Background: an optimization exercise with open tools, aiming at small area. Do not read the settings as production practice. In this exercise RTL edits were held to simulation tests only and were not proved equivalent to the original. Power figures rest on the tool's default switching activity, not on a simulated workload.

## the previous run
==> module game, before the edit <==
module game (
    input CLK,
    input RST,
    output LED_R0,
    output LED_R1,
    output LED_R2,
    output LED_R3,
    output LED_R4,
    output LED_R5,
    output LED_R6,
    output LED_R7,
    output LED_C0,
    output LED_C1,
    output LED_C2,
    output LED_C3,
    input BTN_1,
    input BTN_2,
    input BTN_RST
    );
    reg        RUN;
    reg [2:0]  BASKET;
    reg [3:0]  SH1, SH2, SHR;    
    reg        IN1, IN2, INR;    
    wire nobask  = (BASKET == 3'd7);
    wire running = RUN & ~nobask;
    wire blank   = RUN & nobask;
    reg [2:0]  UP;
    reg [9:0]  LOW;
    wire low0    = (LOW[8:0] == 9'd0);
    wire low_end = low0 & LOW[9];
    wire tick    = low0 & ~LOW[9] & (UP == 3'd0);
    wire [1:0] row = UP[1:0];
    reg [5:0]  NUM;          
    reg [1:0]  EROW;         
    localparam [63:0] XTAB0 = 64'h1db3de7f6f656919;
    localparam [63:0] XTAB1 = 64'h936a3140d8d7dd95;
    localparam [63:0] XTAB2 = 64'h5adf29e0b4bc335f;
    wire [2:0] EGG_X = {XTAB2[NUM], XTAB1[NUM], XTAB0[NUM]};
    wire press1 = SH1[3] & ~SH1[2];      
    wire press2 = SH2[3] & ~SH2[2];      
    wire start  = SHR[3] & ~SHR[2] & ~RUN;
    wire caught = |((8'd1 << EGG_X) & (8'd3 << BASKET));
    wire lost   = running & tick & (EROW == 2'd2) & ~caught;
    always @(posedge CLK) begin
        IN1 <= BTN_1;
        IN2 <= BTN_2;
        INR <= BTN_RST;
        if (RST) begin
            RUN <= 1'b1;
            BASKET <= 3'd7;
            UP <= 3'd7;
            LOW <= 10'h200;
            SH1[2:0] <= 3'h7;
            SH2[2:0] <= 3'h7;
            SHR[2:0] <= 3'h7;
        end else begin
            LOW <= {LOW[8:0], LOW[9] ^ LOW[6] ^ low0};
            UP <= UP + {2'd0, low_end};
            RUN <= (running & ~lost) | start;
            if (running) begin
                SH1 <= {SH1[2:0], IN1};
                SH2 <= {SH2[2:0], IN2};
            end
            if (~RUN)
                SHR <= {SHR[2:0], INR};
        end
        if (~RST) begin
            if (start)
                BASKET <= 3'd3;
            else if (running) begin
                if (press2 & (BASKET != 3'd6))
                    BASKET <= BASKET + 3'd1;
                else if (press1 & (BASKET != 3'd0))
                    BASKET <= BASKET - 3'd1;
            end else
                BASKET <= 3'd7;
        end
        if (start) begin
            NUM <= 6'd0;
            EROW <= 2'd3;
        end else if (running) begin
            if (tick) begin
                EROW <= EROW + 2'd1;
                if (EROW == 2'd2)
                    NUM <= NUM + 6'd1;
            end
        end
    end
    wire       egg_on  = running & (row != 2'd3) & (row == EROW);
    wire       bask_on = ~nobask & (row == 2'd3);
    wire       show     = egg_on | bask_on;
    wire [2:0] pos      = bask_on ? BASKET : EGG_X;
    wire [7:0] pos_row  = 8'd1 << pos;
    wire [7:0] LED_R = ~({8{show}} & (pos_row | ({8{bask_on}} & {pos_row[6:0], 1'b0})));
    wire [3:0] LED_C = blank ? 4'hF : ~(4'd1 << row);
    assign {LED_R7, LED_R6, LED_R5, LED_R4, LED_R3, LED_R2, LED_R1, LED_R0} = LED_R;
    assign {LED_C0, LED_C1, LED_C2, LED_C3} = LED_C;
endmodule
export LEC_CHECK = 0
export CAP_MARGIN = 20
export CORE_MARGIN = 2
export CORE_UTILIZATION = 40
export SLEW_MARGIN = 20
create_clock -name core_clock -period 10.0 [get_ports {CLK}]
standard.sh (not shown) runs the stock make flow with config.mk's settings and CLKGATE_MAP_FILE= SYNTH_SCRIPT=/design/flow/synth_recipe.tcl, a recipe that flattens the netlist after the stock synthesis.
==> flow/flow/run.sh <==
#!/bin/bash
# Standard ORFS layout, except that:
#  - the combinational logic of the standard synthesis netlist is re-mapped by
#    ABC for area (each script of flow/scripts.txt is tried, the smallest
#    result that is proven equivalent is kept); registers are left as the
#    standard synthesis made them;
#  - ports are buffered with the smallest buffer;
#  - clock tree synthesis uses no dummy loads.
set -euo pipefail
W=$PWD
R=$W/orfs/results/$FLOW_PLATFORM/game/base
LIB=$FLOW_HOME/platforms/$FLOW_PLATFORM/lib/sky130_fd_sc_hd__tt_025C_1v80.lib

# 1. standard synthesis (netlist only)
bash standard.sh $R/1_2_yosys.v > $W/1_standard_synth.log 2>&1
cp $R/1_2_yosys.v $W/standard_1_2_yosys.v

# 2. area re-mapping of the combinational logic; same don't-use cells as ORFS
export REOPT_LIB=$LIB REOPT_IN=$W/standard_1_2_yosys.v FLOW_TOP
export REOPT_DONT_USE=$(grep -o -- '-dont_use [A-Za-z0-9_]*' $W/orfs/logs/$FLOW_PLATFORM/game/base/1_2_yosys.log | sort -u | tr '\n' ' ')
mkdir -p $W/reopt
awk -v d=$W/reopt 'BEGIN{n=0; f=sprintf("%s/s%03d.abc",d,n)} /^#/{close(f); n++; f=sprintf("%s/s%03d.abc",d,n); next} {print > f}' $W/flow/scripts.txt
ls $W/reopt/s*.abc | xargs -P ${NUM_CORES:-4} -I{} bash -c \
  'REOPT_SCRIPT={} REOPT_OUT={}.v yosys -c '$W'/flow/reopt.tcl > {}.log 2>&1 || true'
for s in $W/reopt/s*.abc; do
  a=$( (grep "Chip area" $s.log 2>/dev/null || true) | tail -1 | awk '{print $NF}')
  if [[ -n "$a" && -s $s.v ]]; then echo "$a $(basename $s .abc)"; fi
done | sort -k1,1n -k2,2 > $W/2_reopt_areas.txt
# keep the smallest result that is proven equivalent to the standard netlist
best=""
while read -r a n; do
  if EQ_GOLD=$W/standard_1_2_yosys.v EQ_GATE=$W/reopt/$n.abc.v \
       timeout 300 yosys -c $W/flow/eqchk.tcl > $W/reopt/$n.eq.log 2>&1; then
    best=$n; break
  fi
done < $W/2_reopt_areas.txt
if [[ -n "$best" ]]; then
  echo "chosen $best" >> $W/2_reopt_areas.txt
  cp $W/reopt/$best.abc.v $R/1_2_yosys.v
  cat $W/reopt/$best.abc.log $W/reopt/$best.eq.log > $W/2_reopt_best.log
  touch $R/1_2_yosys.v
fi

# 3. the rest of the standard flow
export BUFFER_PORTS_ARGS="-buffer_cell sky130_fd_sc_hd__buf_1"
export CTS_ARGS="-sink_clustering_enable -repair_clock_nets -dont_use_dummy_load"
bash standard.sh > $W/3_standard_layout.log 2>&1
Other scripts of this flow, unchanged in this note and not shown: flow/flow/eqchk.tcl, flow/flow/reopt.tcl, flow/flow/scripts.txt
The inputs of the current run differ from those of the previous run as listed below.
--- a/flow/design.v
+++ b/flow/design.v
@@ -41,5 +41,5 @@
     wire start  = SHR[3] & ~SHR[2] & ~RUN;
     wire caught = |((8'd1 << EGG_X) & (8'd3 << BASKET));
-    wire lost   = running & tick & (EROW == 2'd2) & ~caught;
+    wire lost   = running & tick & (EROW == 2'd3) & ~caught;
     always @(posedge CLK) begin
         IN1 <= BTN_1;
@@ -78,14 +78,14 @@
         if (start) begin
             NUM <= 6'd0;
-            EROW <= 2'd3;
+            EROW <= 2'd0;
         end else if (running) begin
             if (tick) begin
                 EROW <= EROW + 2'd1;
-                if (EROW == 2'd2)
+                if (EROW == 2'd3)
                     NUM <= NUM + 6'd1;
             end
         end
     end
-    wire       egg_on  = running & (row != 2'd3) & (row == EROW);
+    wire       egg_on  = running & (EROW != 2'd0) & (row == EROW - 2'd1);
     wire       bask_on = ~nobask & (row == 2'd3);
     wire       show     = egg_on | bask_on;
Notes after the runs:
Number of cells on the worst reg-to-reg path: the current run higher than the previous run
Looking at power, the current run sits below the previous run.
There was hardly any difference in latest clock arrival within the worst-skew pair between the current run and the previous run.
[compare] base=the previous run new=the current run: maximum vdd drop fell by about 8%; via count rose by 4.6%; layout clock buffer count stayed essentially flat; overall routing resource usage fell by 0.26 points; post-route cell area rose by 13 sq um.
Compared the current run vs the previous run, and design internal power is down in the current run.
The first-pass GRT wire length of the current run is higher than that of the previous run.
Against the previous run, the current run comes in 2.2 points lower on final period utilization.

separate check: timing with driven ports:
No port has a modelled driver above. Below, the same layouts with a new extraction and two added sets of constraints.
Step 1, drivers: a clkbuf_16 drives CLK and a buf_2 each remaining input, both assumed.
Step 2 moves the port delays by t, midway between the first and last clock arrival at a register: inputs arrive t later, outputs are due t later. That takes back most of the time a late clock gives input paths.
a / b / c = ideal / step 1 / step 2; a / b = the first two.
run | t, ns | setup slack, ns | hold WS [ns]
the previous run | 0.301 | 4.787 / 4.761 / 5.062 | 0.418 / 0.418 / 0.418
the current run | 0.303 | 5.005 / 4.982 / 5.285 | 0.446 / 0.446 / 0.446
After both steps setup and hold are still met in every run listed.
